Background: an optimization exercise with open tools, aiming at small area, a short achievable clock period and few clock cycles. Do not read the settings as production practice. Function was checked by simulation only, so behaviour that the tests miss may differ from the original. Power figures rest on the tool's default switching activity, not on a simulated workload.

## flow/design.v (module list and top-level ports; edited modules follow where they fit)
// module JAM: 1133 lines
module JAM (
input CLK,
input RST,
output reg [2:0] W,
output reg [2:0] J,
input [6:0] Cost,
output reg [3:0] MatchCount,
output reg [9:0] MinCost,
output reg Valid );
  // ...
==> flow/run.sh <==
#!/bin/bash
# synth_recipe.tcl (not shown) runs the flow's synth.tcl, then flattens the netlist and writes it again
# the make line also repeats each setting of config.mk as NAME=value (left out here)
make -C /OpenROAD-flow-scripts/flow DESIGN_CONFIG=/design/flow/config.mk WORK_HOME=/design/flow/orfs CLKGATE_MAP_FILE= SYNTH_SCRIPT=/design/flow/synth_recipe.tcl finish
==> flow/config.mk <==
export PLATFORM = sky130hd
export DESIGN_NAME = JAM
export DESIGN_NICKNAME = JAM
export VERILOG_FILES = /design/flow/design.v
export SDC_FILE = /design/flow/constraint.sdc
export NUM_CORES = 4
export LEC_CHECK = 0
export CAP_MARGIN = 20
export CORE_MARGIN = 2
export CORE_UTILIZATION = 40
export SLEW_MARGIN = 20
==> flow/constraint.sdc <==
create_clock -name core_clock -period 8.0 [get_ports {CLK}]
set_input_delay 1.6000 -clock core_clock [delete_from_list [all_inputs] [get_ports {CLK}]]
set_output_delay 1.6000 -clock core_clock [all_outputs]
set_load 0.01 [all_outputs]
==> summary.txt, run 1 <==
Initial drt markers - 12.1k
Top Layer Used - met5
Final routed DRC violation total - 0
Die Ht - 488 um
CP delay by family, top - compound AO/OA/AOI/OAI gates
Met2 global-route usage - 61.7%
Met2 wire len - 216 mm
Global route overflow - 0
Clk cell area share - 6.99%
Post-Synth Simple-Gate Area - 7.75%
Setup violators final - 0
Multi-input gate share of total cell area - 50.6%
CP max FO - 51
Upper clock frequency limit - 158 MHz
Largest family of logic cells by synthesized area - compound AO/OA/AOI/OAI gates
Outcome - finished clean
Placement Setup Slack - 2190 ps
Hold Crit Start - ac27[9]
CP required - 8770 ps
FILL cells - 21.9k
Invs w/o clock - 682
Hold Crit Depth - 0
I/O pin total - 30
Vias in the first global route - 73.3k
Initial antenna violation count - 32
Crit path launch type - flop
Met1 GRT Util - 54.7%
Max stage delay on crit path - 1040 ps
Crit path capture - bc1[8]
Core area - 233000 um^2
Count leader, synth - dfxtp_1
Max-Cap Viols - 0
Worst path bufs/invs - 3
LEAKAGE - 46.2 nW
Testbench counts, summed over its fixed seeds: cycles 3,120.
==> inputs of run 2 (changes only) <==
--- a/flow/design.v
+++ b/flow/design.v
@@ -156,3 +156,3 @@
 wire tk_l0 = fst_l0 | lt_l0;
-wire [3:0] nn_l0 = tk_l0 ? sn_l0 : dn_l0 + sn_l0;
+wire [3:0] ns_l0 = dn_l0 + sn_l0;
 reg [1:0] g_l1;   
@@ -171,3 +171,3 @@
 wire tk_l1 = fst_l1 | lt_l1;
-wire [3:0] nn_l1 = tk_l1 ? sn_l1 : dn_l1 + sn_l1;
+wire [3:0] ns_l1 = dn_l1 + sn_l1;
 reg [1:0] g_l2;   
@@ -186,3 +186,3 @@
 wire tk_l2 = fst_l2 | lt_l2;
-wire [3:0] nn_l2 = tk_l2 ? sn_l2 : dn_l2 + sn_l2;
+wire [3:0] ns_l2 = dn_l2 + sn_l2;
 reg [1:0] g_l3;   
@@ -201,3 +201,3 @@
 wire tk_l3 = fst_l3 | lt_l3;
-wire [3:0] nn_l3 = tk_l3 ? sn_l3 : dn_l3 + sn_l3;
+wire [3:0] ns_l3 = dn_l3 + sn_l3;
 reg [1:0] g_l4;   
@@ -216,3 +216,3 @@
 wire tk_l4 = fst_l4 | lt_l4;
-wire [3:0] nn_l4 = tk_l4 ? sn_l4 : dn_l4 + sn_l4;
+wire [3:0] ns_l4 = dn_l4 + sn_l4;
 reg [1:0] g_l5;   
@@ -231,3 +231,3 @@
 wire tk_l5 = fst_l5 | lt_l5;
-wire [3:0] nn_l5 = tk_l5 ? sn_l5 : dn_l5 + sn_l5;
+wire [3:0] ns_l5 = dn_l5 + sn_l5;
 reg [1:0] g_l6;   
@@ -246,3 +246,3 @@
 wire tk_l6 = fst_l6 | lt_l6;
-wire [3:0] nn_l6 = tk_l6 ? sn_l6 : dn_l6 + sn_l6;
+wire [3:0] ns_l6 = dn_l6 + sn_l6;
 reg [1:0] g_l7;   
@@ -261,3 +261,3 @@
 wire tk_l7 = fst_l7 | lt_l7;
-wire [3:0] nn_l7 = tk_l7 ? sn_l7 : dn_l7 + sn_l7;
+wire [3:0] ns_l7 = dn_l7 + sn_l7;
 reg [1:0] g_l8;   
@@ -276,3 +276,3 @@
 wire tk_l8 = fst_l8 | lt_l8;
-wire [3:0] nn_l8 = tk_l8 ? sn_l8 : dn_l8 + sn_l8;
+wire [3:0] ns_l8 = dn_l8 + sn_l8;
 reg [1:0] g_l9;   
@@ -291,3 +291,3 @@
 wire tk_l9 = fst_l9 | lt_l9;
-wire [3:0] nn_l9 = tk_l9 ? sn_l9 : dn_l9 + sn_l9;
+wire [3:0] ns_l9 = dn_l9 + sn_l9;
 reg [1:0] g_l10;   
@@ -306,3 +306,3 @@
 wire tk_l10 = fst_l10 | lt_l10;
-wire [3:0] nn_l10 = tk_l10 ? sn_l10 : dn_l10 + sn_l10;
+wire [3:0] ns_l10 = dn_l10 + sn_l10;
 reg [1:0] g_l11;   
@@ -321,3 +321,3 @@
 wire tk_l11 = fst_l11 | lt_l11;
-wire [3:0] nn_l11 = tk_l11 ? sn_l11 : dn_l11 + sn_l11;
+wire [3:0] ns_l11 = dn_l11 + sn_l11;
 reg [1:0] g_l12;   
@@ -336,3 +336,3 @@
 wire tk_l12 = fst_l12 | lt_l12;
-wire [3:0] nn_l12 = tk_l12 ? sn_l12 : dn_l12 + sn_l12;
+wire [3:0] ns_l12 = dn_l12 + sn_l12;
 reg [1:0] g_l13;   
@@ -351,3 +351,3 @@
 wire tk_l13 = fst_l13 | lt_l13;
-wire [3:0] nn_l13 = tk_l13 ? sn_l13 : dn_l13 + sn_l13;
+wire [3:0] ns_l13 = dn_l13 + sn_l13;
 reg [2:0] g_l14;   
@@ -366,3 +366,3 @@
 wire tk_l14 = fst_l14 | lt_l14;
-wire [3:0] nn_l14 = tk_l14 ? sn_l14 : dn_l14 + sn_l14;
+wire [3:0] ns_l14 = dn_l14 + sn_l14;
 reg [2:0] g_l15;   
@@ -381,3 +381,3 @@
 wire tk_l15 = fst_l15 | lt_l15;
-wire [3:0] nn_l15 = tk_l15 ? sn_l15 : dn_l15 + sn_l15;
+wire [3:0] ns_l15 = dn_l15 + sn_l15;
 reg [2:0] g_l16;   
@@ -396,3 +396,3 @@
 wire tk_l16 = fst_l16 | lt_l16;
-wire [3:0] nn_l16 = tk_l16 ? sn_l16 : dn_l16 + sn_l16;
+wire [3:0] ns_l16 = dn_l16 + sn_l16;
 reg [2:0] g_l17;   
@@ -411,3 +411,3 @@
 wire tk_l17 = fst_l17 | lt_l17;
-wire [3:0] nn_l17 = tk_l17 ? sn_l17 : dn_l17 + sn_l17;
+wire [3:0] ns_l17 = dn_l17 + sn_l17;
 reg [2:0] g_l18;   
@@ -426,3 +426,3 @@
 wire tk_l18 = fst_l18 | lt_l18;
-wire [3:0] nn_l18 = tk_l18 ? sn_l18 : dn_l18 + sn_l18;
+wire [3:0] ns_l18 = dn_l18 + sn_l18;
 reg [2:0] g_l19;   
@@ -441,3 +441,3 @@
 wire tk_l19 = fst_l19 | lt_l19;
-wire [3:0] nn_l19 = tk_l19 ? sn_l19 : dn_l19 + sn_l19;
+wire [3:0] ns_l19 = dn_l19 + sn_l19;
 reg [2:0] g_l20;   
@@ -456,3 +456,3 @@
 wire tk_l20 = fst_l20 | lt_l20;
-wire [3:0] nn_l20 = tk_l20 ? sn_l20 : dn_l20 + sn_l20;
+wire [3:0] ns_l20 = dn_l20 + sn_l20;
 reg [1:0] g_l21;   
@@ -471,3 +471,3 @@
 wire tk_l21 = fst_l21 | lt_l21;
-wire [3:0] nn_l21 = tk_l21 ? sn_l21 : dn_l21 + sn_l21;
+wire [3:0] ns_l21 = dn_l21 + sn_l21;
 reg [1:0] g_l22;   
@@ -486,3 +486,3 @@
 wire tk_l22 = fst_l22 | lt_l22;
-wire [3:0] nn_l22 = tk_l22 ? sn_l22 : dn_l22 + sn_l22;
+wire [3:0] ns_l22 = dn_l22 + sn_l22;
 reg [1:0] g_l23;   
@@ -501,3 +501,3 @@
 wire tk_l23 = fst_l23 | lt_l23;
-wire [3:0] nn_l23 = tk_l23 ? sn_l23 : dn_l23 + sn_l23;
+wire [3:0] ns_l23 = dn_l23 + sn_l23;
 reg [1:0] g_l24;   
@@ -516,3 +516,3 @@
 wire tk_l24 = fst_l24 | lt_l24;
-wire [3:0] nn_l24 = tk_l24 ? sn_l24 : dn_l24 + sn_l24;
+wire [3:0] ns_l24 = dn_l24 + sn_l24;
 reg [1:0] g_l25;   
@@ -531,3 +531,3 @@
 wire tk_l25 = fst_l25 | lt_l25;
-wire [3:0] nn_l25 = tk_l25 ? sn_l25 : dn_l25 + sn_l25;
+wire [3:0] ns_l25 = dn_l25 + sn_l25;
 reg [1:0] g_l26;   
@@ -546,3 +546,3 @@
 wire tk_l26 = fst_l26 | lt_l26;
-wire [3:0] nn_l26 = tk_l26 ? sn_l26 : dn_l26 + sn_l26;
+wire [3:0] ns_l26 = dn_l26 + sn_l26;
 reg [1:0] g_l27;   
@@ -561,3 +561,3 @@
 wire tk_l27 = fst_l27 | lt_l27;
-wire [3:0] nn_l27 = tk_l27 ? sn_l27 : dn_l27 + sn_l27;
+wire [3:0] ns_l27 = dn_l27 + sn_l27;
 reg [1:0] g_l28;   
@@ -576,3 +576,3 @@
 wire tk_l28 = fst_l28 | lt_l28;
-wire [3:0] nn_l28 = tk_l28 ? sn_l28 : dn_l28 + sn_l28;
+wire [3:0] ns_l28 = dn_l28 + sn_l28;
 reg [1:0] g_l29;   
@@ -591,3 +591,3 @@
 wire tk_l29 = fst_l29 | lt_l29;
-wire [3:0] nn_l29 = tk_l29 ? sn_l29 : dn_l29 + sn_l29;
+wire [3:0] ns_l29 = dn_l29 + sn_l29;
 reg [2:0] g_l30;   
@@ -606,3 +606,3 @@
 wire tk_l30 = fst_l30 | lt_l30;
-wire [3:0] nn_l30 = tk_l30 ? sn_l30 : dn_l30 + sn_l30;
+wire [3:0] ns_l30 = dn_l30 + sn_l30;
 reg [2:0] g_l31;   
@@ -621,3 +621,3 @@
 wire tk_l31 = fst_l31 | lt_l31;
-wire [3:0] nn_l31 = tk_l31 ? sn_l31 : dn_l31 + sn_l31;
+wire [3:0] ns_l31 = dn_l31 + sn_l31;
 reg [1:0] g_l32;   
@@ -636,3 +636,3 @@
 wire tk_l32 = fst_l32 | lt_l32;
-wire [3:0] nn_l32 = tk_l32 ? sn_l32 : dn_l32 + sn_l32;
+wire [3:0] ns_l32 = dn_l32 + sn_l32;
 reg [1:0] g_l33;   
@@ -651,3 +651,3 @@
 wire tk_l33 = fst_l33 | lt_l33;
-wire [3:0] nn_l33 = tk_l33 ? sn_l33 : dn_l33 + sn_l33;
+wire [3:0] ns_l33 = dn_l33 + sn_l33;
 reg [1:0] g_l34;   
@@ -666,18 +666,18 @@
 wire tk_l34 = fst_l34 | lt_l34;
-wire [3:0] nn_l34 = tk_l34 ? sn_l34 : dn_l34 + sn_l34;
+wire [3:0] ns_l34 = dn_l34 + sn_l34;
 always @(posedge CLK) begin
   ac1 <= (g_l18[0] & tk_l18) ? sum_l18 : ac0;
-  an1 <= (g_l18[0] & (tk_l18 | eq_l18)) ? nn_l18 : an0;
+  an1 <= (g_l18[0] & tk_l18) ? sn_l18 : (g_l18[0] & eq_l18) ? ns_l18 : an0;
   ac2 <= (g_l4[0] & tk_l4) ? sum_l4 : ac1;
-  an2 <= (g_l4[0] & (tk_l4 | eq_l4)) ? nn_l4 : an1;
+  an2 <= (g_l4[0] & tk_l4) ? sn_l4 : (g_l4[0] & eq_l4) ? ns_l4 : an1;
   ac3 <= ac2; an3 <= an2;
   ac4 <= (g_l11[0] & tk_l11) ? sum_l11 : ac3;
-  an4 <= (g_l11[0] & (tk_l11 | eq_l11)) ? nn_l11 : an3;
+  an4 <= (g_l11[0] & tk_l11) ? sn_l11 : (g_l11[0] & eq_l11) ? ns_l11 : an3;
   ac5 <= (g_l19[0] & tk_l19) ? sum_l19 : ac4;
-  an5 <= (g_l19[0] & (tk_l19 | eq_l19)) ? nn_l19 : an4;
+  an5 <= (g_l19[0] & tk_l19) ? sn_l19 : (g_l19[0] & eq_l19) ? ns_l19 : an4;
   ac6 <= ac5; an6 <= an5;
   ac7 <= (g_l5[0] & tk_l5) ? sum_l5 : ac6;
-  an7 <= (g_l5[0] & (tk_l5 | eq_l5)) ? nn_l5 : an6;
+  an7 <= (g_l5[0] & tk_l5) ? sn_l5 : (g_l5[0] & eq_l5) ? ns_l5 : an6;
   ac0 <= (g_l12[0] & tk_l12) ? sum_l12 : ac7;
-  an0 <= (g_l12[0] & (tk_l12 | eq_l12)) ? nn_l12 : an7;
+  an0 <= (g_l12[0] & tk_l12) ? sn_l12 : (g_l12[0] & eq_l12) ? ns_l12 : an7;
   ac9 <= ac8; an9 <= an8;
@@ -686,28 +686,28 @@
   ac12 <= (g_l29[0] & tk_l29) ? sum_l29 : ac11;
-  an12 <= (g_l29[0] & (tk_l29 | eq_l29)) ? nn_l29 : an11;
+  an12 <= (g_l29[0] & tk_l29) ? sn_l29 : (g_l29[0] & eq_l29) ? ns_l29 : an11;
   ac13 <= (g_l30[0] & tk_l30) ? sum_l30 : ac12;
-  an13 <= (g_l30[0] & (tk_l30 | eq_l30)) ? nn_l30 : an12;
+  an13 <= (g_l30[0] & tk_l30) ? sn_l30 : (g_l30[0] & eq_l30) ? ns_l30 : an12;
   ac14 <= ac13; an14 <= an13;
   ac15 <= (g_l31[0] & tk_l31) ? sum_l31 : ac14;
-  an15 <= (g_l31[0] & (tk_l31 | eq_l31)) ? nn_l31 : an14;
+  an15 <= (g_l31[0] & tk_l31) ? sn_l31 : (g_l31[0] & eq_l31) ? ns_l31 : an14;
   ac8 <= (g_l32[0] & tk_l32) ? sum_l32 : ac15;
-  an8 <= (g_l32[0] & (tk_l32 | eq_l32)) ? nn_l32 : an15;
+  an8 <= (g_l32[0] & tk_l32) ? sn_l32 : (g_l32[0] & eq_l32) ? ns_l32 : an15;
   ac17 <= (g_l2[0] & tk_l2) ? sum_l2 : ac16;
-  an17 <= (g_l2[0] & (tk_l2 | eq_l2)) ? nn_l2 : an16;
+  an17 <= (g_l2[0] & tk_l2) ? sn_l2 : (g_l2[0] & eq_l2) ? ns_l2 : an16;
   ac18 <= (g_l9[0] & tk_l9) ? sum_l9 : ac17;
-  an18 <= (g_l9[0] & (tk_l9 | eq_l9)) ? nn_l9 : an17;
+  an18 <= (g_l9[0] & tk_l9) ? sn_l9 : (g_l9[0] & eq_l9) ? ns_l9 : an17;
   ac19 <= (g_l3[0] & tk_l3) ? sum_l3 : ac18;
-  an19 <= (g_l3[0] & (tk_l3 | eq_l3)) ? nn_l3 : an18;
+  an19 <= (g_l3[0] & tk_l3) ? sn_l3 : (g_l3[0] & eq_l3) ? ns_l3 : an18;
   ac20 <= (g_l16[0] & tk_l16) ? sum_l16 : ac19;
-  an20 <= (g_l16[0] & (tk_l16 | eq_l16)) ? nn_l16 : an19;
+  an20 <= (g_l16[0] & tk_l16) ? sn_l16 : (g_l16[0] & eq_l16) ? ns_l16 : an19;
   ac21 <= ac20; an21 <= an20;
   ac22 <= (g_l10[0] & tk_l10) ? sum_l10 : ac21;
-  an22 <= (g_l10[0] & (tk_l10 | eq_l10)) ? nn_l10 : an21;
+  an22 <= (g_l10[0] & tk_l10) ? sn_l10 : (g_l10[0] & eq_l10) ? ns_l10 : an21;
   ac23 <= ac22; an23 <= an22;
   ac16 <= (g_l17[0] & tk_l17) ? sum_l17 : ac23;
-  an16 <= (g_l17[0] & (tk_l17 | eq_l17)) ? nn_l17 : an23;
+  an16 <= (g_l17[0] & tk_l17) ? sn_l17 : (g_l17[0] & eq_l17) ? ns_l17 : an23;
   ac25 <= (g_l7[0] & tk_l7) ? sum_l7 : ac24;
-  an25 <= (g_l7[0] & (tk_l7 | eq_l7)) ? nn_l7 : an24;
+  an25 <= (g_l7[0] & tk_l7) ? sn_l7 : (g_l7[0] & eq_l7) ? ns_l7 : an24;
   ac26 <= (g_l14[0] & tk_l14) ? sum_l14 : ac25;
-  an26 <= (g_l14[0] & (tk_l14 | eq_l14)) ? nn_l14 : an25;
+  an26 <= (g_l14[0] & tk_l14) ? sn_l14 : (g_l14[0] & eq_l14) ? ns_l14 : an25;
   ac27 <= ac26; an27 <= an26;
@@ -715,16 +715,16 @@
   ac29 <= (g_l8[0] & tk_l8) ? sum_l8 : ac28;
-  an29 <= (g_l8[0] & (tk_l8 | eq_l8)) ? nn_l8 : an28;
+  an29 <= (g_l8[0] & tk_l8) ? sn_l8 : (g_l8[0] & eq_l8) ? ns_l8 : an28;
   ac30 <= (g_l15[0] & tk_l15) ? sum_l15 : ac29;
-  an30 <= (g_l15[0] & (tk_l15 | eq_l15)) ? nn_l15 : an29;
+  an30 <= (g_l15[0] & tk_l15) ? sn_l15 : (g_l15[0] & eq_l15) ? ns_l15 : an29;
   ac31 <= (g_l0[0] & tk_l0) ? sum_l0 : ac30;
-  an31 <= (g_l0[0] & (tk_l0 | eq_l0)) ? nn_l0 : an30;
+  an31 <= (g_l0[0] & tk_l0) ? sn_l0 : (g_l0[0] & eq_l0) ? ns_l0 : an30;
   ac24 <= (g_l1[0] & tk_l1) ? sum_l1 : ac31;
-  an24 <= (g_l1[0] & (tk_l1 | eq_l1)) ? nn_l1 : an31;
+  an24 <= (g_l1[0] & tk_l1) ? sn_l1 : (g_l1[0] & eq_l1) ? ns_l1 : an31;
   ac33 <= (g_l33[0] & tk_l33) ? sum_l33 : ac32;
-  an33 <= (g_l33[0] & (tk_l33 | eq_l33)) ? nn_l33 : an32;
+  an33 <= (g_l33[0] & tk_l33) ? sn_l33 : (g_l33[0] & eq_l33) ? ns_l33 : an32;
   ac34 <= (g_l34[0] & tk_l34) ? sum_l34 : ac33;
-  an34 <= (g_l34[0] & (tk_l34 | eq_l34)) ? nn_l34 : an33;
+  an34 <= (g_l34[0] & tk_l34) ? sn_l34 : (g_l34[0] & eq_l34) ? ns_l34 : an33;
   ac35 <= ac34; an35 <= an34;
   ac36 <= (g_l14[1] & tk_l14) ? sum_l14 : ac35;
-  an36 <= (g_l14[1] & (tk_l14 | eq_l14)) ? nn_l14 : an35;
+  an36 <= (g_l14[1] & tk_l14) ? sn_l14 : (g_l14[1] & eq_l14) ? ns_l14 : an35;
   ac37 <= ac36; an37 <= an36;
@@ -732,6 +732,6 @@
   ac39 <= (g_l15[1] & tk_l15) ? sum_l15 : ac38;
-  an39 <= (g_l15[1] & (tk_l15 | eq_l15)) ? nn_l15 : an38;
+  an39 <= (g_l15[1] & tk_l15) ? sn_l15 : (g_l15[1] & eq_l15) ? ns_l15 : an38;
   ac32 <= ac39; an32 <= an39;
   ac41 <= (g_l21[0] & tk_l21) ? sum_l21 : ac40;
-  an41 <= (g_l21[0] & (tk_l21 | eq_l21)) ? nn_l21 : an40;
+  an41 <= (g_l21[0] & tk_l21) ? sn_l21 : (g_l21[0] & eq_l21) ? ns_l21 : an40;
   ac42 <= ac41; an42 <= an41;
@@ -741,17 +741,17 @@
   ac46 <= (g_l22[0] & tk_l22) ? sum_l22 : ac45;
-  an46 <= (g_l22[0] & (tk_l22 | eq_l22)) ? nn_l22 : an45;
+  an46 <= (g_l22[0] & tk_l22) ? sn_l22 : (g_l22[0] & eq_l22) ? ns_l22 : an45;
   ac47 <= (g_l23[0] & tk_l23) ? sum_l23 : ac46;
-  an47 <= (g_l23[0] & (tk_l23 | eq_l23)) ? nn_l23 : an46;
+  an47 <= (g_l23[0] & tk_l23) ? sn_l23 : (g_l23[0] & eq_l23) ? ns_l23 : an46;
   ac40 <= (g_l24[0] & tk_l24) ? sum_l24 : ac47;
-  an40 <= (g_l24[0] & (tk_l24 | eq_l24)) ? nn_l24 : an47;
+  an40 <= (g_l24[0] & tk_l24) ? sn_l24 : (g_l24[0] & eq_l24) ? ns_l24 : an47;
   ac49 <= ac48; an49 <= an48;
   ac50 <= (g_l25[0] & tk_l25) ? sum_l25 : ac49;
-  an50 <= (g_l25[0] & (tk_l25 | eq_l25)) ? nn_l25 : an49;
+  an50 <= (g_l25[0] & tk_l25) ? sn_l25 : (g_l25[0] & eq_l25) ? ns_l25 : an49;
   ac51 <= (g_l26[0] & tk_l26) ? sum_l26 : ac50;
-  an51 <= (g_l26[0] & (tk_l26 | eq_l26)) ? nn_l26 : an50;
+  an51 <= (g_l26[0] & tk_l26) ? sn_l26 : (g_l26[0] & eq_l26) ? ns_l26 : an50;
   ac52 <= (g_l27[0] & tk_l27) ? sum_l27 : ac51;
-  an52 <= (g_l27[0] & (tk_l27 | eq_l27)) ? nn_l27 : an51;
+  an52 <= (g_l27[0] & tk_l27) ? sn_l27 : (g_l27[0] & eq_l27) ? ns_l27 : an51;
   ac53 <= ac52; an53 <= an52;
   ac54 <= (g_l28[0] & tk_l28) ? sum_l28 : ac53;
-  an54 <= (g_l28[0] & (tk_l28 | eq_l28)) ? nn_l28 : an53;
+  an54 <= (g_l28[0] & tk_l28) ? sn_l28 : (g_l28[0] & eq_l28) ? ns_l28 : an53;
   ac55 <= ac54; an55 <= an54;
@@ -760,8 +760,8 @@
   ac58 <= (g_l16[1] & tk_l16) ? sum_l16 : ac57;
-  an58 <= (g_l16[1] & (tk_l16 | eq_l16)) ? nn_l16 : an57;
+  an58 <= (g_l16[1] & tk_l16) ? sn_l16 : (g_l16[1] & eq_l16) ? ns_l16 : an57;
   ac59 <= ac58; an59 <= an58;
   ac60 <= (g_l17[1] & tk_l17) ? sum_l17 : ac59;
-  an60 <= (g_l17[1] & (tk_l17 | eq_l17)) ? nn_l17 : an59;
+  an60 <= (g_l17[1] & tk_l17) ? sn_l17 : (g_l17[1] & eq_l17) ? ns_l17 : an59;
   ac61 <= (g_l18[1] & tk_l18) ? sum_l18 : ac60;
-  an61 <= (g_l18[1] & (tk_l18 | eq_l18)) ? nn_l18 : an60;
+  an61 <= (g_l18[1] & tk_l18) ? sn_l18 : (g_l18[1] & eq_l18) ? ns_l18 : an60;
   ac62 <= ac61; an62 <= an61;
@@ -769,15 +769,15 @@
   ac56 <= (g_l19[1] & tk_l19) ? sum_l19 : ac63;
-  an56 <= (g_l19[1] & (tk_l19 | eq_l19)) ? nn_l19 : an63;
+  an56 <= (g_l19[1] & tk_l19) ? sn_l19 : (g_l19[1] & eq_l19) ? ns_l19 : an63;
   ac65 <= (g_l6[0] & tk_l6) ? sum_l6 : ac64;
-  an65 <= (g_l6[0] & (tk_l6 | eq_l6)) ? nn_l6 : an64;
+  an65 <= (g_l6[0] & tk_l6) ? sn_l6 : (g_l6[0] & eq_l6) ? ns_l6 : an64;
   ac66 <= (g_l13[0] & tk_l13) ? sum_l13 : ac65;
-  an66 <= (g_l13[0] & (tk_l13 | eq_l13)) ? nn_l13 : an65;
+  an66 <= (g_l13[0] & tk_l13) ? sn_l13 : (g_l13[0] & eq_l13) ? ns_l13 : an65;
   ac67 <= (g_l20[0] & tk_l20) ? sum_l20 : ac66;
-  an67 <= (g_l20[0] & (tk_l20 | eq_l20)) ? nn_l20 : an66;
+  an67 <= (g_l20[0] & tk_l20) ? sn_l20 : (g_l20[0] & eq_l20) ? ns_l20 : an66;
   ac64 <= ac67; an64 <= an67;
   ac69 <= (g_l20[1] & tk_l20) ? sum_l20 : ac68;
-  an69 <= (g_l20[1] & (tk_l20 | eq_l20)) ? nn_l20 : an68;
+  an69 <= (g_l20[1] & tk_l20) ? sn_l20 : (g_l20[1] & eq_l20) ? ns_l20 : an68;
   ac68 <= ac69; an68 <= an69;
   bc1 <= (g_l15[2] & tk_l15) ? sum_l15 : bc0;
-  bn1 <= (g_l15[2] & (tk_l15 | eq_l15)) ? nn_l15 : bn0;
+  bn1 <= (g_l15[2] & tk_l15) ? sn_l15 : (g_l15[2] & eq_l15) ? ns_l15 : bn0;
   bc2 <= bc1; bn2 <= bn1;
@@ -785,9 +785,9 @@
   bc4 <= (g_l11[1] & tk_l11) ? sum_l11 : bc3;
-  bn4 <= (g_l11[1] & (tk_l11 | eq_l11)) ? nn_l11 : bn3;
+  bn4 <= (g_l11[1] & tk_l11) ? sn_l11 : (g_l11[1] & eq_l11) ? ns_l11 : bn3;
   bc5 <= (g_l16[2] & tk_l16) ? sum_l16 : bc4;
-  bn5 <= (g_l16[2] & (tk_l16 | eq_l16)) ? nn_l16 : bn4;
+  bn5 <= (g_l16[2] & tk_l16) ? sn_l16 : (g_l16[2] & eq_l16) ? ns_l16 : bn4;
   bc6 <= (g_l12[1] & tk_l12) ? sum_l12 : bc5;
-  bn6 <= (g_l12[1] & (tk_l12 | eq_l12)) ? nn_l12 : bn5;
+  bn6 <= (g_l12[1] & tk_l12) ? sn_l12 : (g_l12[1] & eq_l12) ? ns_l12 : bn5;
   bc7 <= (g_l13[1] & tk_l13) ? sum_l13 : bc6;
-  bn7 <= (g_l13[1] & (tk_l13 | eq_l13)) ? nn_l13 : bn6;
+  bn7 <= (g_l13[1] & tk_l13) ? sn_l13 : (g_l13[1] & eq_l13) ? ns_l13 : bn6;
   bc0 <= bc7; bn0 <= bn7;
@@ -796,31 +796,31 @@
   bc11 <= (g_l24[1] & tk_l24) ? sum_l24 : bc10;
-  bn11 <= (g_l24[1] & (tk_l24 | eq_l24)) ? nn_l24 : bn10;
+  bn11 <= (g_l24[1] & tk_l24) ? sn_l24 : (g_l24[1] & eq_l24) ? ns_l24 : bn10;
   bc12 <= (g_l19[2] & tk_l19) ? sum_l19 : bc11;
-  bn12 <= (g_l19[2] & (tk_l19 | eq_l19)) ? nn_l19 : bn11;
+  bn12 <= (g_l19[2] & tk_l19) ? sn_l19 : (g_l19[2] & eq_l19) ? ns_l19 : bn11;
   bc13 <= (g_l25[1] & tk_l25) ? sum_l25 : bc12;
-  bn13 <= (g_l25[1] & (tk_l25 | eq_l25)) ? nn_l25 : bn12;
+  bn13 <= (g_l25[1] & tk_l25) ? sn_l25 : (g_l25[1] & eq_l25) ? ns_l25 : bn12;
   bc14 <= bc13; bn14 <= bn13;
   bc15 <= (g_l26[1] & tk_l26) ? sum_l26 : bc14;
-  bn15 <= (g_l26[1] & (tk_l26 | eq_l26)) ? nn_l26 : bn14;
+  bn15 <= (g_l26[1] & tk_l26) ? sn_l26 : (g_l26[1] & eq_l26) ? ns_l26 : bn14;
   bc8 <= (g_l20[2] & tk_l20) ? sum_l20 : bc15;
-  bn8 <= (g_l20[2] & (tk_l20 | eq_l20)) ? nn_l20 : bn15;
+  bn8 <= (g_l20[2] & tk_l20) ? sn_l20 : (g_l20[2] & eq_l20) ? ns_l20 : bn15;
   bc17 <= (g_l30[2] & tk_l30) ? sum_l30 : bc16;
-  bn17 <= (g_l30[2] & (tk_l30 | eq_l30)) ? nn_l30 : bn16;
+  bn17 <= (g_l30[2] & tk_l30) ? sn_l30 : (g_l30[2] & eq_l30) ? ns_l30 : bn16;
   bc18 <= (g_l27[1] & tk_l27) ? sum_l27 : bc17;
-  bn18 <= (g_l27[1] & (tk_l27 | eq_l27)) ? nn_l27 : bn17;
+  bn18 <= (g_l27[1] & tk_l27) ? sn_l27 : (g_l27[1] & eq_l27) ? ns_l27 : bn17;
   bc19 <= bc18; bn19 <= bn18;
   bc20 <= (g_l28[1] & tk_l28) ? sum_l28 : bc19;
-  bn20 <= (g_l28[1] & (tk_l28 | eq_l28)) ? nn_l28 : bn19;
+  bn20 <= (g_l28[1] & tk_l28) ? sn_l28 : (g_l28[1] & eq_l28) ? ns_l28 : bn19;
   bc21 <= (g_l31[2] & tk_l31) ? sum_l31 : bc20;
-  bn21 <= (g_l31[2] & (tk_l31 | eq_l31)) ? nn_l31 : bn20;
+  bn21 <= (g_l31[2] & tk_l31) ? sn_l31 : (g_l31[2] & eq_l31) ? ns_l31 : bn20;
   bc22 <= bc21; bn22 <= bn21;
   bc23 <= (g_l29[1] & tk_l29) ? sum_l29 : bc22;
-  bn23 <= (g_l29[1] & (tk_l29 | eq_l29)) ? nn_l29 : bn22;
+  bn23 <= (g_l29[1] & tk_l29) ? sn_l29 : (g_l29[1] & eq_l29) ? ns_l29 : bn22;
   bc16 <= bc23; bn16 <= bn23;
   bc25 <= (g_l5[1] & tk_l5) ? sum_l5 : bc24;
-  bn25 <= (g_l5[1] & (tk_l5 | eq_l5)) ? nn_l5 : bn24;
+  bn25 <= (g_l5[1] & tk_l5) ? sn_l5 : (g_l5[1] & eq_l5) ? ns_l5 : bn24;
   bc26 <= (g_l6[1] & tk_l6) ? sum_l6 : bc25;
-  bn26 <= (g_l6[1] & (tk_l6 | eq_l6)) ? nn_l6 : bn25;
+  bn26 <= (g_l6[1] & tk_l6) ? sn_l6 : (g_l6[1] & eq_l6) ? ns_l6 : bn25;
   bc27 <= (g_l32[1] & tk_l32) ? sum_l32 : bc26;
-  bn27 <= (g_l32[1] & (tk_l32 | eq_l32)) ? nn_l32 : bn26;
+  bn27 <= (g_l32[1] & tk_l32) ? sn_l32 : (g_l32[1] & eq_l32) ? ns_l32 : bn26;
   bc28 <= bc27; bn28 <= bn27;
@@ -829,35 +829,35 @@
   bc31 <= (g_l33[1] & tk_l33) ? sum_l33 : bc30;
-  bn31 <= (g_l33[1] & (tk_l33 | eq_l33)) ? nn_l33 : bn30;
+  bn31 <= (g_l33[1] & tk_l33) ? sn_l33 : (g_l33[1] & eq_l33) ? ns_l33 : bn30;
   bc24 <= (g_l7[1] & tk_l7) ? sum_l7 : bc31;
-  bn24 <= (g_l7[1] & (tk_l7 | eq_l7)) ? nn_l7 : bn31;
+  bn24 <= (g_l7[1] & tk_l7) ? sn_l7 : (g_l7[1] & eq_l7) ? ns_l7 : bn31;
   bc33 <= (g_l30[1] & tk_l30) ? sum_l30 : bc32;
-  bn33 <= (g_l30[1] & (tk_l30 | eq_l30)) ? nn_l30 : bn32;
+  bn33 <= (g_l30[1] & tk_l30) ? sn_l30 : (g_l30[1] & eq_l30) ? ns_l30 : bn32;
   bc34 <= (g_l0[1] & tk_l0) ? sum_l0 : bc33;
-  bn34 <= (g_l0[1] & (tk_l0 | eq_l0)) ? nn_l0 : bn33;
+  bn34 <= (g_l0[1] & tk_l0) ? sn_l0 : (g_l0[1] & eq_l0) ? ns_l0 : bn33;
   bc35 <= (g_l1[1] & tk_l1) ? sum_l1 : bc34;
-  bn35 <= (g_l1[1] & (tk_l1 | eq_l1)) ? nn_l1 : bn34;
+  bn35 <= (g_l1[1] & tk_l1) ? sn_l1 : (g_l1[1] & eq_l1) ? ns_l1 : bn34;
   bc36 <= (g_l3[1] & tk_l3) ? sum_l3 : bc35;
-  bn36 <= (g_l3[1] & (tk_l3 | eq_l3)) ? nn_l3 : bn35;
+  bn36 <= (g_l3[1] & tk_l3) ? sn_l3 : (g_l3[1] & eq_l3) ? ns_l3 : bn35;
   bc37 <= (g_l31[1] & tk_l31) ? sum_l31 : bc36;
-  bn37 <= (g_l31[1] & (tk_l31 | eq_l31)) ? nn_l31 : bn36;
+  bn37 <= (g_l31[1] & tk_l31) ? sn_l31 : (g_l31[1] & eq_l31) ? ns_l31 : bn36;
   bc38 <= bc37; bn38 <= bn37;
   bc39 <= (g_l2[1] & tk_l2) ? sum_l2 : bc38;
-  bn39 <= (g_l2[1] & (tk_l2 | eq_l2)) ? nn_l2 : bn38;
+  bn39 <= (g_l2[1] & tk_l2) ? sn_l2 : (g_l2[1] & eq_l2) ? ns_l2 : bn38;
   bc32 <= (g_l4[1] & tk_l4) ? sum_l4 : bc39;
-  bn32 <= (g_l4[1] & (tk_l4 | eq_l4)) ? nn_l4 : bn39;
+  bn32 <= (g_l4[1] & tk_l4) ? sn_l4 : (g_l4[1] & eq_l4) ? ns_l4 : bn39;
   bc41 <= bc40; bn41 <= bn40;
   bc42 <= (g_l21[1] & tk_l21) ? sum_l21 : bc41;
-  bn42 <= (g_l21[1] & (tk_l21 | eq_l21)) ? nn_l21 : bn41;
+  bn42 <= (g_l21[1] & tk_l21) ? sn_l21 : (g_l21[1] & eq_l21) ? ns_l21 : bn41;
   bc43 <= (g_l22[1] & tk_l22) ? sum_l22 : bc42;
-  bn43 <= (g_l22[1] & (tk_l22 | eq_l22)) ? nn_l22 : bn42;
+  bn43 <= (g_l22[1] & tk_l22) ? sn_l22 : (g_l22[1] & eq_l22) ? ns_l22 : bn42;
   bc44 <= (g_l17[2] & tk_l17) ? sum_l17 : bc43;
-  bn44 <= (g_l17[2] & (tk_l17 | eq_l17)) ? nn_l17 : bn43;
+  bn44 <= (g_l17[2] & tk_l17) ? sn_l17 : (g_l17[2] & eq_l17) ? ns_l17 : bn43;
   bc45 <= bc44; bn45 <= bn44;
   bc46 <= (g_l23[1] & tk_l23) ? sum_l23 : bc45;
-  bn46 <= (g_l23[1] & (tk_l23 | eq_l23)) ? nn_l23 : bn45;
+  bn46 <= (g_l23[1] & tk_l23) ? sn_l23 : (g_l23[1] & eq_l23) ? ns_l23 : bn45;
   bc47 <= bc46; bn47 <= bn46;
   bc40 <= (g_l18[2] & tk_l18) ? sum_l18 : bc47;
-  bn40 <= (g_l18[2] & (tk_l18 | eq_l18)) ? nn_l18 : bn47;
+  bn40 <= (g_l18[2] & tk_l18) ? sn_l18 : (g_l18[2] & eq_l18) ? ns_l18 : bn47;
   bc49 <= (g_l8[1] & tk_l8) ? sum_l8 : bc48;
-  bn49 <= (g_l8[1] & (tk_l8 | eq_l8)) ? nn_l8 : bn48;
+  bn49 <= (g_l8[1] & tk_l8) ? sn_l8 : (g_l8[1] & eq_l8) ? ns_l8 : bn48;
   bc50 <= bc49; bn50 <= bn49;
@@ -865,10 +865,10 @@
   bc52 <= (g_l34[1] & tk_l34) ? sum_l34 : bc51;
-  bn52 <= (g_l34[1] & (tk_l34 | eq_l34)) ? nn_l34 : bn51;
+  bn52 <= (g_l34[1] & tk_l34) ? sn_l34 : (g_l34[1] & eq_l34) ? ns_l34 : bn51;
   bc53 <= bc52; bn53 <= bn52;
   bc54 <= (g_l9[1] & tk_l9) ? sum_l9 : bc53;
-  bn54 <= (g_l9[1] & (tk_l9 | eq_l9)) ? nn_l9 : bn53;
+  bn54 <= (g_l9[1] & tk_l9) ? sn_l9 : (g_l9[1] & eq_l9) ? ns_l9 : bn53;
   bc55 <= (g_l10[1] & tk_l10) ? sum_l10 : bc54;
-  bn55 <= (g_l10[1] & (tk_l10 | eq_l10)) ? nn_l10 : bn54;
+  bn55 <= (g_l10[1] & tk_l10) ? sn_l10 : (g_l10[1] & eq_l10) ? ns_l10 : bn54;
   bc48 <= (g_l14[2] & tk_l14) ? sum_l14 : bc55;
-  bn48 <= (g_l14[2] & (tk_l14 | eq_l14)) ? nn_l14 : bn55;
+  bn48 <= (g_l14[2] & tk_l14) ? sn_l14 : (g_l14[2] & eq_l14) ? ns_l14 : bn55;
 end
@@ -1127,3 +1127,3 @@
       if (g_l0[2] & tk_l0) MinCost <= sum_l0;
-      if (g_l0[2] & (tk_l0 | eq_l0)) MatchCount <= nn_l0;
+      if (g_l0[2] & tk_l0) MatchCount <= sn_l0; else if (g_l0[2] & eq_l0) MatchCount <= ns_l0;
       if (fin) Valid <= 1'b1;
--- a/flow/config.mk
+++ b/flow/config.mk
@@ -10,2 +10,3 @@
 export CORE_UTILIZATION = 40
+export SETUP_SLACK_MARGIN = 4.5
 export SLEW_MARGIN = 20
==> run 2 against run 1 <==
- sequential share of layout area decreased by 5.3 points
- register-to-register slack improved by 1700 ps
- wire length increased by 2.2%
- fmax is 37% higher
- synthesized cell count fell by 3.5%
- critical endpoint is now bc37[0]
- worst setup slack gained 1700 ps
- first-iteration DRC count grew 2.0%
- still clean on timing, DRC and antenna
==> summary.txt, run 2 <==
Outcome - finished clean (unchanged)
Synthesized flop and latch total - 1800 (unchanged)
Routed Antenna Nets - 0 (unchanged)
Primary flip-flop cell chosen by synthesis mapping - dfxtp_1 (unchanged)
CTS tree - done (unchanged)
Fin cells - 12.7k (was 12.2k)
I/O pin total - 30 (unchanged)
Worst hold path type - flop to flop (unchanged)
Fin nets - 10.5k (was 9969)
Highest-count cells in the layout ignoring fill and taps - dfxtp_1 (1722), ha_1 (669), mux2_4 (511) (was dfxtp_1 (1722), ha_1 (774), mux2_2 (759))
Clock slew at reported path FFs - 70 ps (was 60 ps)
Synth-to-Final Area Change - 33.5% (was 12.3%)
First-pass GRT wire length - 704 mm (was 687 mm)
Overall routed net length - 541 mm (was 530 mm)
Upper clock frequency limit - 217 MHz (was 158 MHz)
Largest net degree at the start of global routing - 75 (was 129)
Commonest non-fill, non-tap cell in the layout - dfxtp_1 (unchanged)
Global route overflow - 0 (unchanged)
Pwr dens - 322 nW/um^2 (was 379 nW/um^2)
Post-synth EDFFs - 0 (unchanged)
Core area - 232000 um^2 (was 233000 um^2)
Hold Worst Slack - 341 ps (was 347 ps)
RSZ-0062 raised after global routing - true (was false)
Most common library cells after synthesis - dfxtp_1 (1722), ha_1 (774), mux2_2 (731) (was dfxtp_1 (1722), ha_1 (774), mux2_2 (759))
Placement Setup Slack - 2460 ps (was 2190 ps)
Setup Skew - 38.3 ps (was 42.2 ps)
Fin worst setup slack - 3400 ps (was 1680 ps)
Count leader, synth - dfxtp_1 (unchanged)
Vias in the first global route - 78.3k (was 73.3k)
Starting density of the core - 40.2% (was 40.3%)
CP required - 8760 ps (was 8770 ps)
Worst Tran Pin Value - 1300 ps (was 1280 ps)
Register area share after synthesis - 39.0% (was 38.8%)
LEAKAGE - 55.2 nW (was 46.2 nW)
Mapped cell area - 93400 um^2 (was 93800 um^2)
Pre-antenna DRT Iters - 10 (was 11)
Critical path type - flop to flop (unchanged)
Clock power share - 25.1% (was 26.2%)
Root buf cell - clkbuf_16 (unchanged)
Worst skew pair latency - 880 ps (was 900 ps)
GPL Wtd Cong - 1.09 (was 1.08)
Area leader, netlist - dfxtp_1 (unchanged)
Initial antenna violation count - 36 (was 32)
Die W - 487 um (was 488 um)
DP Cell Count - 11.4k (was 11.8k)
VDD IR max - 0.000228 V (was 0.000212 V)
Vias - 81.0k (was 77.4k)
Slew Limit Headroom - 13.1% (was 14.9%)
WP data arrival - 5360 ps (was 7100 ps)
Ys Warns - 1 (unchanged)
Final Cycle Share - 57.5% (was 79.0%)
Crit path launch type - flop (unchanged)
Switch share - 39.7% (was 41.5%)
Post-DR vias/cell - 6.40 (was 6.34)
Syn_nets - 9657 (was 9970)
Power consumption - 40.1 mW (was 39.9 mW)
Final hold violation count - 0 (unchanged)
Share of total power in sequential cells - 47.6% (was 51.7%)
# rows - 177 (unchanged)
Setup violators final - 0 (unchanged)
TritonCTS Sinks - 1800 (unchanged)
Int Power - 24.2 mW (was 23.3 mW)
Syn Inst Count - 8559 (was 8872)
Period minus WS final - 4600 ps (was 6320 ps)
Switching pwr - 15.9 mW (was 16.6 mW)
Slew Limit Fails - 0 (unchanged)
CP max FO - 50 (was 51)
Number of CTS-inserted buffers - 200 (was 204)
H-tree depth - 4 (unchanged)
Synth area leaders - dfxtp_1 (37%), ha_1 (10%), mux2_2 (8.8%) (was dfxtp_1 (37%), ha_1 (10%), mux2_2 (9.1%))
Post-route setup TNS - 0 ps (unchanged)
Netlist cell types - 72 (was 82)
Tot GR Track Use - 44.1% (was 43.4%)
Fraction of layout instances using a drive strength above 1 - 31.2% (was 15.6%)
FFs w/ async S/R, synth - 4.33% (unchanged)
WL per Instance - 42.8 um (was 43.4 um)
Die area - 237000 um^2 (was 238000 um^2)
Worst Setup End Kind - flop (unchanged)
Initial drt markers - 12.3k (was 12.1k)
Syn avg cell area - 10.9 um^2 (was 10.6 um^2)
Hpwl dp - 389 mm (was 436 mm)
I/O Buffers - 29 (unchanged)
Gate power share - 27.3% (was 22.1%)
Clock Tree Buf Depth - 3 (unchanged)
Final routed DRC violation total - 0 (unchanged)
Share of the synthesized area in the top cell type - 36.9% (was 36.8%)
Die Ht - 487 um (was 488 um)
Max-Cap Viols - 0 (unchanged)
[run 2: power by group through the flow]
stage               registers (mW)  logic [mW]  clock network [mW]
finish                        19.1        10.9                10.1
CTS                           18.6        9.91                10.0
floorplan                     14.5        5.79                   0
global placement              18.8        8.21                   0
global route                  18.8        11.5                10.4
detailed placement            18.6        8.32                   0
[run 2: final timing paths]
| kind | slack [ps] | cells past startpoint | from | end |
|---|---|---|---|---|
| worst max-delay path | 3400 | 15 | ss_l3[2] | bc37[0] |
| worst min register to register | 340 | 0 | ac34[7] | ac35[7] |
| worst max register to register | 3400 | 15 | ss_l3[2] | bc37[0] |
| worst min-delay path | 340 | 0 | ac34[7] | ac35[7] |
| max in group asynchronous | 5180 | 3 | RST | C[2] |
| min in group asynchronous | 1310 | 2 | RST | MatchCount[0] |
[run 2: cells by family (layout without fill, tap and decap cells)]
kind of cell,count (synthesis),after routing,share of synthesized area [%]
xor gates and xnor gates,366,366,3.44
DFF,1800,1800,39.0
AOI/OAI and AO/OA,1881,1881,15.2
and+or+nand+nor,1169,1180,6.01
other,0,47,0
adders and majority gates,1090,1090,17.1
buffers and inverters,931,1933,3.97
muxes,1322,1322,15.2
[run 2: worst max-delay path: stages, from the launching register on]
cell      delay [ps]
dfrtp_4          540
buf_12           200
buf_12           180
a222oi_1        1100
inv_1            130
buf_6            180
ha_4             230
ha_4             280
nand4_1          140
nor3_2           170
a211o_1          160
nor3b_2           50
mux2_4           320
nor2_4           160
buf_12           170
mux2_2           340
[run 2: cell type report]
| class | instances | area [um^2] |
|---|---|---|
| fillers | 19644 | 108000 |
| multi-input cells | 5839 | 61400 |
| flip-flops and latches | 1800 | 36500 |
| repair buffers | 1036 | 13900 |
| clock buffers | 276 | 5770 |
| well taps | 3043 | 3810 |
| inverters | 528 | 2000 |
| clock inverters | 93 | 1230 |
| diodes | 47 | 118 |
[run 2: routing by layer]
layer | global-route usage, % | wire, um | up-vias
li1 | - | - | 33290
met4 | 43.7 | 67500 | 14
met2 | 60.9 | 212000 | 5694
met5 | 0.0612 | 79 | -
met1 | 54.2 | 200000 | 40478
met3 | 12.2 | 61100 | 1565
[run 2: repair_timing]
action                                  in CTS  in global routing
hold buffers                                 0                  0
endpoints found under the setup margin    1109               1100
pin swaps                                  358                274
endpoints found under the hold margin        0                  0
gates cloned                                90                 13
buffers inserted                           667                120
resized for setup                         1088                468
[run 2: per-stage QoR]
stage                     util, %  cell area [um^2]
after detailed placement     42.7             99100
final                        53.6            125000
after global routing         53.6            125000
after CTS                    52.1            121000
after floorplan                 -             95900
after global placement       42.6             99000
Testbench counts of run 2, summed over its fixed seeds: cycles 3,120.

-- static timing again, ports no longer ideal --
The flow's constraints put no driver on any port. The routed layouts listed below were extracted and timed again, unchanged, in two steps. Step 1 (the two cells are an assumption about what drives the block):
set clk [get_ports {CLK}]
set_driving_cell -lib_cell sky130_fd_sc_hd__clkbuf_16 $clk
set_driving_cell -lib_cell sky130_fd_sc_hd__buf_2 [delete_from_list [all_inputs] $clk]
Step 2 times the ports against the registers' clock, not the clock port: input delays grow and output delays shrink by t, the midpoint of the rising clock arrivals with the driver on. a / b / c = ideal ports / drivers / drivers and shift; a / b = the first two.
| run | t, ns | setup WS [ns] | hold WS [ns] | worst slew at a driven data input, ns |
|---|---|---|---|---|
| run 1 | 0.998 | 1.679 / 1.679 / 1.679 | 0.347 / 0.347 / 0.347 | 0.04 |
| run 2 | 0.966 | 3.399 / 3.399 / 3.399 | 0.341 / 0.341 / 0.341 | 0.07 |
After both steps setup and hold are still met in every run listed.
